What follows belongs to an exercise in optimizing a design on an open flow for small area, a short achievable clock period and few clock cycles; a production flow would make more cautious choices. In this exercise RTL edits were held to simulation tests only and were not proved equivalent to the original. No activity file was given, so power comes from the tool's default toggle rates.

Setup of run A:
==> flow/design.v (excerpt) <==
module RV32i_top (
    input  logic        clk_i,
    input  logic        resetn_i,
    input  logic        imem_valid_i,
    output logic [31:0] imem_add_o,
    input  logic [31:0] imem_data_i,
    output logic [31:0] dmem_add_o,
    input  logic [31:0] dmem_do_i,
    output logic [31:0] dmem_di_o,
    output logic        dmem_we_o,
    output logic        dmem_re_o,
    output logic [ 3:0] dmem_ble_o
);
  logic [11:0] pc_q;   
  logic        ex_wb_q, ex_load_q, ex_store_q, ex_branch_q, ex_jalr_q, ex_link_q;
  logic        ex_pred_q;   
  logic        ex_kill_q;   
  logic [ 4:0] ex_rd_q;
  logic [ 2:0] ex_f3_q;
  logic [31:0] ex_a_q, ex_b_q, ex_sd_q;
  logic [11:0] ex_alt_q;   
  logic ex_sub_q, ex_add_q, ex_slt_q, ex_sltu_q, ex_xor_q, ex_or_q, ex_and_q;
  logic ex_sll_q, ex_sr_q, ex_arith_q;
  logic [ 4:0] ex_shamt_q;   
  logic        mem_wb_q, mem_load_q, mem_store_q;
  logic [ 4:0] mem_rd_q;
  logic [ 2:0] mem_f3_q;
  logic [31:0] mem_res_q, mem_sd_q;
  logic [ 3:0] mem_ble_q;
  logic ex_wb, ex_load, ex_store, ex_branch, ex_jalr;
  assign ex_wb     = ex_wb_q & ~ex_kill_q;
  assign ex_load   = ex_load_q & ~ex_kill_q;
  assign ex_store  = ex_store_q & ~ex_kill_q;
  assign ex_branch = ex_branch_q & ~ex_kill_q;
  assign ex_jalr   = ex_jalr_q & ~ex_kill_q;
  logic [31:0] ld_data, wb_data;
  RV32i_load_fmt u_ldfmt (
      .f3_i  (mem_f3_q),
      .addr_i(mem_res_q[1:0]),
      .word_i(dmem_do_i),
      .data_o(ld_data)
  );
  assign wb_data = mem_load_q ? ld_data : mem_res_q;
  assign dmem_add_o = mem_res_q;
  assign dmem_di_o  = mem_sd_q;
  assign dmem_ble_o = mem_ble_q;
  assign dmem_we_o  = mem_store_q;
  assign dmem_re_o  = mem_load_q;
  logic [31:0] ins;
  logic [ 4:0] rs1, rs2, rd;
  logic uses_rs1, uses_rs2, b_is_rs2, a_is_pc, a_is_zero, d_wb, d_load, d_store;
  logic d_branch, d_jal, d_jalr;
  logic [31:0] imm;
  logic d_sub, d_add, d_slt, d_sltu, d_xor, d_or, d_and, d_sll, d_sr, d_arith;
  assign ins = imem_data_i;
  assign rs1 = ins[19:15];
  assign rs2 = ins[24:20];
  assign rd  = ins[11:7];
  RV32i_decoder u_dec (
  ...
For scale: roughly 4800 cells after synthesis, roughly 1200 flip-flops, roughly 58000 µm² of cells after synthesis.
clock: 10.0 ns
lec_check: 0
cap_margin: 20
core_margin: 2
core_utilization: 40
cts_buf_list: sky130_fd_sc_hd__clkbuf_8
cts_cluster_diameter: 100
cts_cluster_size: 16
slew_margin: 20
standard.sh (not shown) runs the stock make flow with config.mk's settings and CLKGATE_MAP_FILE= SYNTH_SCRIPT=/design/flow/synth_recipe.tcl, a recipe that flattens the netlist after the stock synthesis.
==> flow/flow/run.sh <==
#!/bin/bash
# Layout: the standard flow (standard.sh), with the timing-repair knobs
# from flow/knobs.sh exported to ORFS. Each tool's output is in standard.log
# here and in ORFS's own logs under orfs/logs.
set -euo pipefail
source flow/knobs.sh
bash standard.sh > standard.log 2>&1
==> flow/flow/knobs.sh <==
export SETUP_SLACK_MARGIN=6.0
export BUFFER_PORTS_ARGS="-buffer_cell sky130_fd_sc_hd__buf_2"
Having completed the whole flow, run A delivered a layout that passed the timing, design-rule and antenna checks.
Testbench counts of run A, summed over its fixed seeds: cycles 72,984.
> inputs changed (run A -> run B)
--- a/flow/config.mk
+++ b/flow/config.mk
@@ -10,5 +10,2 @@
 export CORE_UTILIZATION = 40
-export CTS_BUF_LIST = sky130_fd_sc_hd__clkbuf_8
-export CTS_CLUSTER_DIAMETER = 100
-export CTS_CLUSTER_SIZE = 16
 export SLEW_MARGIN = 20
- From run A to run B the numbers moved as follows: overall power of the completed layout rose by about 18%; core utilization saw an increase; total wirelength of the detailed-routed design has increased.
Changes in run C relative to run B:
==> flow/flow/knobs.sh <==
export SETUP_SLACK_MARGIN=6.2
export BUFFER_PORTS_ARGS="-buffer_cell sky130_fd_sc_hd__buf_1"
--- a/flow/config.mk
+++ b/flow/config.mk
@@ -10,2 +10,5 @@
 export CORE_UTILIZATION = 40
+export CTS_BUF_LIST = sky130_fd_sc_hd__clkbuf_8
+export CTS_CLUSTER_DIAMETER = 100
+export CTS_CLUSTER_SIZE = 12
 export SLEW_MARGIN = 20
==> comparison <==
- Met2 routing resource usage after global routing: lower on run B
- Compared with run B, in run C routed wire length shows an increase of 11000 µm, total CTS buffers shows a reduction of about 14%, final worst-path cycle share shows a reduction of 2.5 points, final worst-path setup slack shows an increase of 0.25 ns, total number of H-tree levels shows a reduction of 1.
- Run C ends up with a net switching fraction of the power that is 3.2 points higher than in run B.
> inputs changed (run C -> run D)
==> flow/flow/knobs.sh <==
export SETUP_SLACK_MARGIN=6.0
export BUFFER_PORTS_ARGS="-buffer_cell sky130_fd_sc_hd__buf_2"
export TNS_END_PERCENT=10
Notes after the runs:
Run D did not stop at any stage, and its layout met the timing, design-rule and antenna checks.
Measured against each other, run C and run D differ in number of inserted filler cells in the final layout, the higher figure coming from run D.
Compared to run C, run D has antenna cell count 3 lower.
Run C → run D: post-layout minimum cycle time increased by 0.33 ns relative to the old numbers; final max-slew violation count closely matched the old numbers; first-iteration DRC count decreased by about 1.9% relative to the old numbers; switching share of total power decreased by 0.57 points relative to the old numbers; footprint of the multi-input gates decreased by 4.5% relative to the old numbers.
Relative to run D, the following input files were edited for run E:
==> flow/flow/knobs.sh <==
export SETUP_SLACK_MARGIN=6.0
export BUFFER_PORTS_ARGS="-buffer_cell sky130_fd_sc_hd__buf_2"
## What came out
Diff run D -> run E: critical path depth up 1, count of buffer and inverter cells on the critical path up 2, number of multi-input logic gates flat.
Sort run D and run E by global-route usage, descending, and run D comes first.
NOTE: internal cell power in run E exceeds that of run D
[diff] number of vias after detailed routing, run E relative to run D: improvement
Compared with run D, in run E worst setup slack after layout picked up an extra 0.16 ns; fraction of area in clock buffers and inverters level.
Wire length on met3 in run E vs run D: down 3.9%
Relative to run D, run E improves first-pass GRT wire length.
Run E vs run D — routed wire length per instance dropped about 2.6%.
The inputs of run F differ from those of run E as listed below.
--- a/flow/config.mk
+++ b/flow/config.mk
@@ -10,5 +10,3 @@
 export CORE_UTILIZATION = 40
-export CTS_BUF_LIST = sky130_fd_sc_hd__clkbuf_8
-export CTS_CLUSTER_DIAMETER = 100
-export CTS_CLUSTER_SIZE = 12
+export CTS_BUF_LIST = sky130_fd_sc_hd__clkbuf_4
 export SLEW_MARGIN = 20
--- outcome ---
Run F reports a higher met2 demand-to-capacity share in global routing than run E does.
Minimum clock period delta for run F relative to run E: 0.13 ns higher
As of run F, mean routed wirelength per cell had fallen by a few percent compared to run E.

* * *

## the reference run
RV32i_top, a different RTL version from the one above (not shown whole).
Size in the first run: ~1200 flip-flops, roughly 170 I/O pins.
make LEC_CHECK=0 CAP_MARGIN=20 CORE_MARGIN=2 CORE_UTILIZATION=40 CTS_BUF_LIST=sky130_fd_sc_hd__clkbuf_8 CTS_CLUSTER_DIAMETER=100 CTS_CLUSTER_SIZE=12 SETUP_SLACK_MARGIN=5 SLEW_MARGIN=20 finish   # period 10.0 ns
run.sh (not shown) runs the stock make flow with config.mk's settings and CLKGATE_MAP_FILE= SYNTH_SCRIPT=/design/flow/synth_recipe.tcl, a recipe that flattens the netlist after the stock synthesis.
Stock flow here: none of the scripts above is used.
The reference run closes out successfully: all stages finished, all timing, DRC and antenna checks passed.
Testbench counts of the reference run, summed over its fixed seeds: cycles 70,366.
Changes in the trial run relative to the reference run:
- SETUP_SLACK_MARGIN no longer set, was 5
==> flow/flow/run.sh (new file) <==
#!/bin/bash
# Layout: the standard flow (standard.sh), with the timing-repair knobs
# from flow/knobs.sh exported to ORFS. Each tool's output is in standard.log
# here and in ORFS's own logs under orfs/logs.
set -euo pipefail
source flow/knobs.sh
bash standard.sh > standard.log 2>&1
==> flow/flow/knobs.sh (new file) <==
export SETUP_SLACK_MARGIN=6.2
export BUFFER_PORTS_ARGS="-buffer_cell sky130_fd_sc_hd__buf_1"
==> flow/standard.sh (new file) <==
#!/bin/bash
# synth_recipe.tcl (not shown) runs the flow's synth.tcl, then flattens the netlist and writes it again
# the make line also repeats each setting of config.mk as NAME=value (left out here)
make -C /OpenROAD-flow-scripts/flow DESIGN_CONFIG=/design/flow/config.mk WORK_HOME=/design/flow/orfs CLKGATE_MAP_FILE= SYNTH_SCRIPT=/design/flow/synth_recipe.tcl "${@:-finish}"
removed: flow/run.sh
==> comparison <==
Lower global-route total usage across every layer among the trial run and the reference run: the reference run. Of the trial run and the reference run, the run reporting the lower largest vdd supply drop was the trial run. Going from the reference run to the trial run, the non-clock buffer count was found to have gone up by about 24%. Cell area: the trial run vs the reference run up about 3%. When the final numbers for the trial run and the reference run were put side by side, the maximum number of pins on one net before global-route repair turned out to be greater in the trial run. Between the reference run and the trial run, final worst-path cycle share decreased. The trial run against the reference run; final non-filler cell total is up slightly. Global-route wire length before repair in the trial run is about 2.5% above the reference run.

* * *

RV32i_top, a different RTL version from the one above (not shown whole).
For scale: roughly 4900 cells after synthesis, about 170 I/O pins, about 59000 µm² of cells after synthesis.
clock: 10.0 ns
lec_check: 0
abc_clock_period_in_ps: 3000
cap_margin: 20
core_margin: 2
core_utilization: 40
setup_slack_margin: 5
slew_margin: 20
Stock flow here: none of the scripts above is used.
Testbench counts at the start, summed over its fixed seeds: cycles 72,984.
Change:
==> flow/flow/run.sh (new file) <==
#!/bin/bash
# Layout: the standard flow (standard.sh), with the timing-repair knobs
# from flow/knobs.sh exported to ORFS. Each tool's output is in standard.log
# here and in ORFS's own logs under orfs/logs.
set -euo pipefail
source flow/knobs.sh
bash standard.sh > standard.log 2>&1
==> flow/flow/knobs.sh (new file) <==
export SETUP_SLACK_MARGIN=6.0
==> flow/standard.sh (new file) <==
#!/bin/bash
# synth_recipe.tcl (not shown) runs the flow's synth.tcl, then flattens the netlist and writes it again
# the make line also repeats each setting of config.mk as NAME=value (left out here)
make -C /OpenROAD-flow-scripts/flow DESIGN_CONFIG=/design/flow/config.mk WORK_HOME=/design/flow/orfs CLKGATE_MAP_FILE= SYNTH_SCRIPT=/design/flow/synth_recipe.tcl "${@:-finish}"
--- a/flow/config.mk
+++ b/flow/config.mk
@@ -6,8 +6,6 @@
 export NUM_CORES = 8
 export LEC_CHECK = 0
-export ABC_CLOCK_PERIOD_IN_PS = 3000
 export CAP_MARGIN = 20
 export CORE_MARGIN = 2
 export CORE_UTILIZATION = 40
-export SETUP_SLACK_MARGIN = 5
 export SLEW_MARGIN = 20
removed: flow/run.sh
The changed run completed with no timing, DRC or antenna violations.
Worst hold slack hardly moves.
Wire length goes up by a few percent.
Die area stays the same.
Worst setup slack improved by 0.99 ns.
Register-to-register slack improved by 0.66 ns.
Combinational power goes up by about a fifth.
Change:
==> flow/run.sh (new file) <==
#!/bin/bash
# synth_recipe.tcl (not shown) runs the flow's synth.tcl, then flattens the netlist and writes it again
# the make line also repeats each setting of config.mk as NAME=value (left out here)
make -C /OpenROAD-flow-scripts/flow DESIGN_CONFIG=/design/flow/config.mk WORK_HOME=/design/flow/orfs CLKGATE_MAP_FILE= SYNTH_SCRIPT=/design/flow/synth_recipe.tcl finish
removed: flow/flow/run.sh
removed: flow/flow/knobs.sh
removed: flow/standard.sh
=> Register-to-register slack degrades by 2.3 ns; utilization falls by 3.4 points; total power went down by 3.6%; routed wire length went down by 4.8%; worst setup slack got worse by 2.2 ns; count of clock-buffer cells in the layout goes up by 5; hold slack hardly moves; synthesized cell count is unchanged.

## re-timing with driven ports
No port has a modelled driver above. Below, the same layouts with a new extraction and two added sets of constraints.
Step 1: set_driving_cell puts a clkbuf_16 on clk_i and a buf_2 on each other input, an assumption about the parent block.
Step 2, shift: input delay + t, output delay - t, t = (earliest + latest rising clock arrival at the registers) / 2. This alone moves slack from input paths to output paths.
Three values: ideal, step 1, step 2; two values: the first two.
run | t (ns) | setup slack, ns | worst setup path after step 2
run A | 0.920 | 5.833 / 5.860 / 4.940 | input to register
run B | 0.843 | 5.829 / 5.819 / 4.976 | input to register
run C | 0.959 | 6.074 / 6.081 / 5.122 | input to register
run D | 0.931 | 5.739 / 5.766 / 4.834 | input to register
run E | 0.912 | 5.899 / 5.904 / 4.992 | input to register
run F | 1.346 | 5.766 / 5.787 / 4.441 | input to register
the reference run | 0.958 | 4.773 / 4.795 / 3.837 | input to register
the trial run | 0.969 | 6.098 / 6.121 / 5.152 | input to register
the first run of note 3 | 0.847 | 4.787 / 4.840 / 3.993 | input to register
the second run of note 3 | 0.865 | 5.774 / 5.771 / 4.906 | input to register
the third run of note 3 | 0.866 | 3.598 / 3.598 / 2.816 | input to register
After both steps every run listed still meets setup and hold. For run F, which loses most, drivers alone change the setup slack by +0.021 ns; drivers and shift together by -1.325 ns.
